Background: an optimization exercise with open tools, aiming at small area. Do not read the settings as production practice. Only simulation tests tie the RTL to the original design; equivalence was not proved. Power is estimated from default activity; no workload was simulated.

rev 12:
// vga_writer
module vga_writer (
   input vclock,
   input reset,
   input [11:0] location,
   input [4:0] orientation,
   input [11:0] target_location,
   input new_data,
   input orientation_ready,
   input [10:0] hcount,
   input [9:0]  vcount,
   input hsync,
   input vsync,
   input blank,
   output phsync,
   output pvsync,
   output pblank,
   output [23:0] pixel
   );
   delayN #(.NDELAY(5)) hdelay (.clk(vclock),.in(hsync),.out(phsync));
   delayN #(.NDELAY(5)) vdelay (.clk(vclock),.in(vsync),.out(pvsync));
   delayN #(.NDELAY(5)) bdelay (.clk(vclock),.in(blank),.out(pblank));
   function [15:0] add16;
      input [15:0] a;
      input [15:0] b;
      input cin;
      integer i;
      reg c;
      begin
         c = cin;
         for (i = 0; i < 16; i = i + 1) begin
            add16[i] = a[i] ^ b[i] ^ c;
            c = (a[i] & b[i]) | (a[i] & c) | (b[i] & c);
         end
      end
   endfunction
   function ltu16;
      input [15:0] a;
      input [15:0] b;
      integer i;
      reg c;
      begin
         c = 1'b0;
         for (i = 0; i < 16; i = i + 1)
            c = (~a[i] & b[i]) | (~(a[i] ^ b[i]) & c);
         ltu16 = c;
      end
   endfunction
   function [17:0] p2c;      
      input [11:0] loc;
      reg [7:0] r;
      reg [1:0] c;
      reg sw, xn, c1, c2, c3, nz;
      reg [15:0] p9, p66, o1, o2, t, hi;
      reg [7:0] lo;
      begin
         r = loc[7:0];
         xn   = ((loc[11:8] == 4'd7) | (loc[11:8] == 4'd8) | (loc[11:8] == 4'd9) | (loc[11:8] == 4'd10) | (loc[11:8] == 4'd11) | (loc[11:8] == 4'd12));
         sw   = ((loc[11:8] == 4'd4) | (loc[11:8] == 4'd5) | (loc[11:8] == 4'd6) | (loc[11:8] == 4'd7) | (loc[11:8] == 4'd8));
         c[0] = ((loc[11:8] == 4'd1) | (loc[11:8] == 4'd3) | (loc[11:8] == 4'd5) | (loc[11:8] == 4'd7) | (loc[11:8] == 4'd9) | (loc[11:8] == 4'd11));
         c[1] = (loc[11:8] == 4'd2) | (loc[11:8] == 4'd3) | (loc[11:8] == 4'd4) |
                (loc[11:8] == 4'd8) | (loc[11:8] == 4'd9) | (loc[11:8] == 4'd10);
         c1 = ~c[1] & c[0];
         c2 = c[1] & ~c[0];
         c3 = c[1] & c[0];
         p9  = add16({5'b0, r, 3'b0}, {8'b0, r}, 1'b0);
  ...
export LEC_CHECK = 0
export CAP_MARGIN = 20
export CORE_MARGIN = 2
export CORE_UTILIZATION = 65
export CTS_BUF_LIST = sky130_fd_sc_hd__clkbuf_4 sky130_fd_sc_hd__clkbuf_8
export SLEW_MARGIN = 20
create_clock -name core_clock -period 12.0 [get_ports {vclock}]
standard.sh (not shown) runs the stock make flow with config.mk's settings and CLKGATE_MAP_FILE= SYNTH_SCRIPT=/design/flow/synth_recipe.tcl, a recipe that flattens the netlist after the stock synthesis.
==> flow/flow/run.sh <==
#!/bin/bash
# Layout flow: the standard flow (standard.sh) with two changes.
# 1. Synthesis is ORFS's own synthesis script with the full-adder extraction
#    step off (ADDER_MAP_FILE empty, no Kogge-Stone adder map) and abc run with
#    an area script (flow/abc_deep.script: four rounds of &deepsyn, then amap
#    area mapping), so the
#    arithmetic is optimised together with the logic around it. Registers are
#    inferred, mapped and named exactly as in the standard synthesis.
# 2. Port buffers are the smallest buffer cell (buf_1) instead of the default.
# Each step's full output goes to its own log here (synth.log, layout.log);
# ORFS's per-step logs are under orfs/logs.
set -euo pipefail
W=$(pwd)
mkdir -p "$W/syn_scripts"
for f in "$FLOW_HOME"/scripts/*; do ln -sf "$f" "$W/syn_scripts/"; done
rm -f "$W/syn_scripts/abc_area.script"
cp "$W/flow/abc_deep.script" "$W/syn_scripts/abc_area.script"
SCRIPTS_DIR="$W/syn_scripts" ADDER_MAP_FILE= SYNTH_OPERATIONS_ARGS=-noshare ABC_AREA=1 \
  bash standard.sh synth > "$W/synth.log" 2>&1
BUFFER_PORTS_ARGS="-buffer_cell sky130_fd_sc_hd__buf_1" \
  bash standard.sh > "$W/layout.log" 2>&1
==> flow/flow/abc_deep.script <==
strash
&get -n
&deepsyn -T 60 -S 1
&deepsyn -T 60 -S 2
&deepsyn -T 60 -S 3
&deepsyn -T 60 -S 4
&put
dch
amap
topo
Rev 12 finished all stages; the layout is clean.
### rev 12 -> rev 13
-- flow/design.v --
<<< rev 12, line 59
      end
   endfunction
   function [17:0] p2c;      
      input [11:0] loc;
>>> rev 13, line 59
      end
   endfunction
   reg [11:0] tloc;
   reg [11:0] rloc;
   reg        rrst;    
   always @(posedge vclock) begin
      if (reset) rrst <= 1'b1;
      else if (!vsync && (new_data | orientation_ready)) begin
         rrst <= 1'b0;
         rloc <= location;
      end
      if (!reset && !vsync) tloc <= target_location;
   end
   function [17:0] p2c;      
      input [11:0] loc;
<<< rev 12, line 87
      end
   endfunction
   reg [11:0] tloc;
   reg        rxs;
   reg [7:0]  rxv;
   reg [7:0]  ry;
   reg        rrst;    
   wire [17:0] pc  = p2c(vsync ? tloc : location);
   wire        pxs = ~pc[16];                     
   wire [7:0]  pxv = pc[15:8] ^ {8{pxs}};
   always @(posedge vclock) begin
      if (reset) begin
         rrst <= 1'b1;
         rxs  <= 1'b0;
         rxv  <= 8'd0;
         ry   <= 8'd0;
      end else if (!vsync && (new_data | orientation_ready)) begin
         rrst <= 1'b0;
         rxs  <= pxs;
         rxv  <= pxv;
         ry   <= pc[7:0];
      end
      if (!reset && !vsync) tloc <= target_location;
   end
   wire [15:0] hh = add16({6'b0, hcount[10:1]}, 16'hFF04, 1'b0);
   wire [15:0] vv = add16({7'b0, vcount[9:1]}, 16'hFF03, vcount[0]);
   wire [15:0] tz = add16(hh, {{8{pxs}}, pxv}, pxs);
   wire [15:0] tw = add16(vv, {8'b0, pc[7:0]}, 1'b0);
   wire tsq = (tz[15:3] == 13'd0) & (tw[15:3] == 13'd0);
   wire [15:0] rz = add16(hh, {{8{rxs}}, rxv}, rxs);
   wire [15:0] rw = add16(vv, {8'b0, ry}, 1'b0);
   wire rsq = (rz[15:3] == 13'd0) & (rw[15:3] == (rrst ? 13'd8 : 13'd0));
   wire [2:0] wl = rw[2:0];
   wire [3:0] dx = {~rz[2], rz[1:0], hcount[0]};
>>> rev 13, line 98
      end
   endfunction
   wire [17:0] tc = p2c(tloc);
   wire [17:0] rc = p2c(rloc);
   wire [15:0] hh = add16({6'b0, hcount[10:1]}, 16'hFF04, 1'b0);
   wire [15:0] vv = add16({7'b0, vcount[9:1]}, 16'hFF03, vcount[0]);
   wire [15:0] tz = add16(hh, {8'b0, tc[15:8]} ^ {16{~tc[16]}}, ~tc[16]);
   wire [15:0] tw = add16(vv, {8'b0, tc[7:0]}, 1'b0);
   wire tsq = (tz[15:3] == 13'd0) & (tw[15:3] == 13'd0);
   wire [7:0]  rxm = rc[15:8] & {8{~rrst}};
   wire [7:0]  ry  = rrst ? 8'd192 : rc[7:0];
   wire [15:0] rz = add16(hh, {8'b0, rxm} ^ {16{~rc[16] | rrst}}, ~rc[16] | rrst);
   wire [15:0] rw = add16(vv, {8'b0, ry}, 1'b0);
   wire rsq = (rz[15:3] == 13'd0) & (rw[15:3] == (rrst ? 13'd32 : 13'd0));
   wire [2:0] wl = rw[2:0];
   wire [3:0] dx = {~rz[2], rz[1:0], hcount[0]};
--- outcome ---
- Rev 13 ended up with more standard cells than rev 12.
- Rev 12 → rev 13: routed via count up 974; cell area now sits higher; worst hold margin saw an increase; die height now sits higher.
- Setup slack ends up lower on rev 12.
- Power grows slightly when moving from rev 12 to rev 13.
- | core utilization | higher: rev 12 |
- Final critical path time including I/O delays and setup in rev 13 is 2.04 ns below rev 12.

what the ideal ports hide:
How much do the figures lean on ideal ports? The routed layouts below were timed once more, with nothing changed but the port constraints.
Step 1 sets driving cells, clkbuf_16 on the clock port and buf_2 on the other inputs (assumed; they add their load-dependent delay and slew).
Step 2 times the ports against the registers' clock, not the clock port: input delays grow and output delays shrink by t, the midpoint of the rising clock arrivals with the driver on.
a / b / c = no drivers / after step 1 / after step 2; a / b = the first two.
run	t, ns	setup slack, ns	clock arrival spread, ns	worst slew at a driven data input, ns
rev 12	0.385	1.727 / 1.734 / 1.349	0.017 / 0.017	0.04
rev 13	0.393	3.762 / 3.762 / 3.762	0.009 / 0.009	0.05
After both steps every run listed still meets setup and hold. The setup slack of rev 12, which loses most, moves by +0.007 ns with the drivers and by -0.378 ns with both steps.
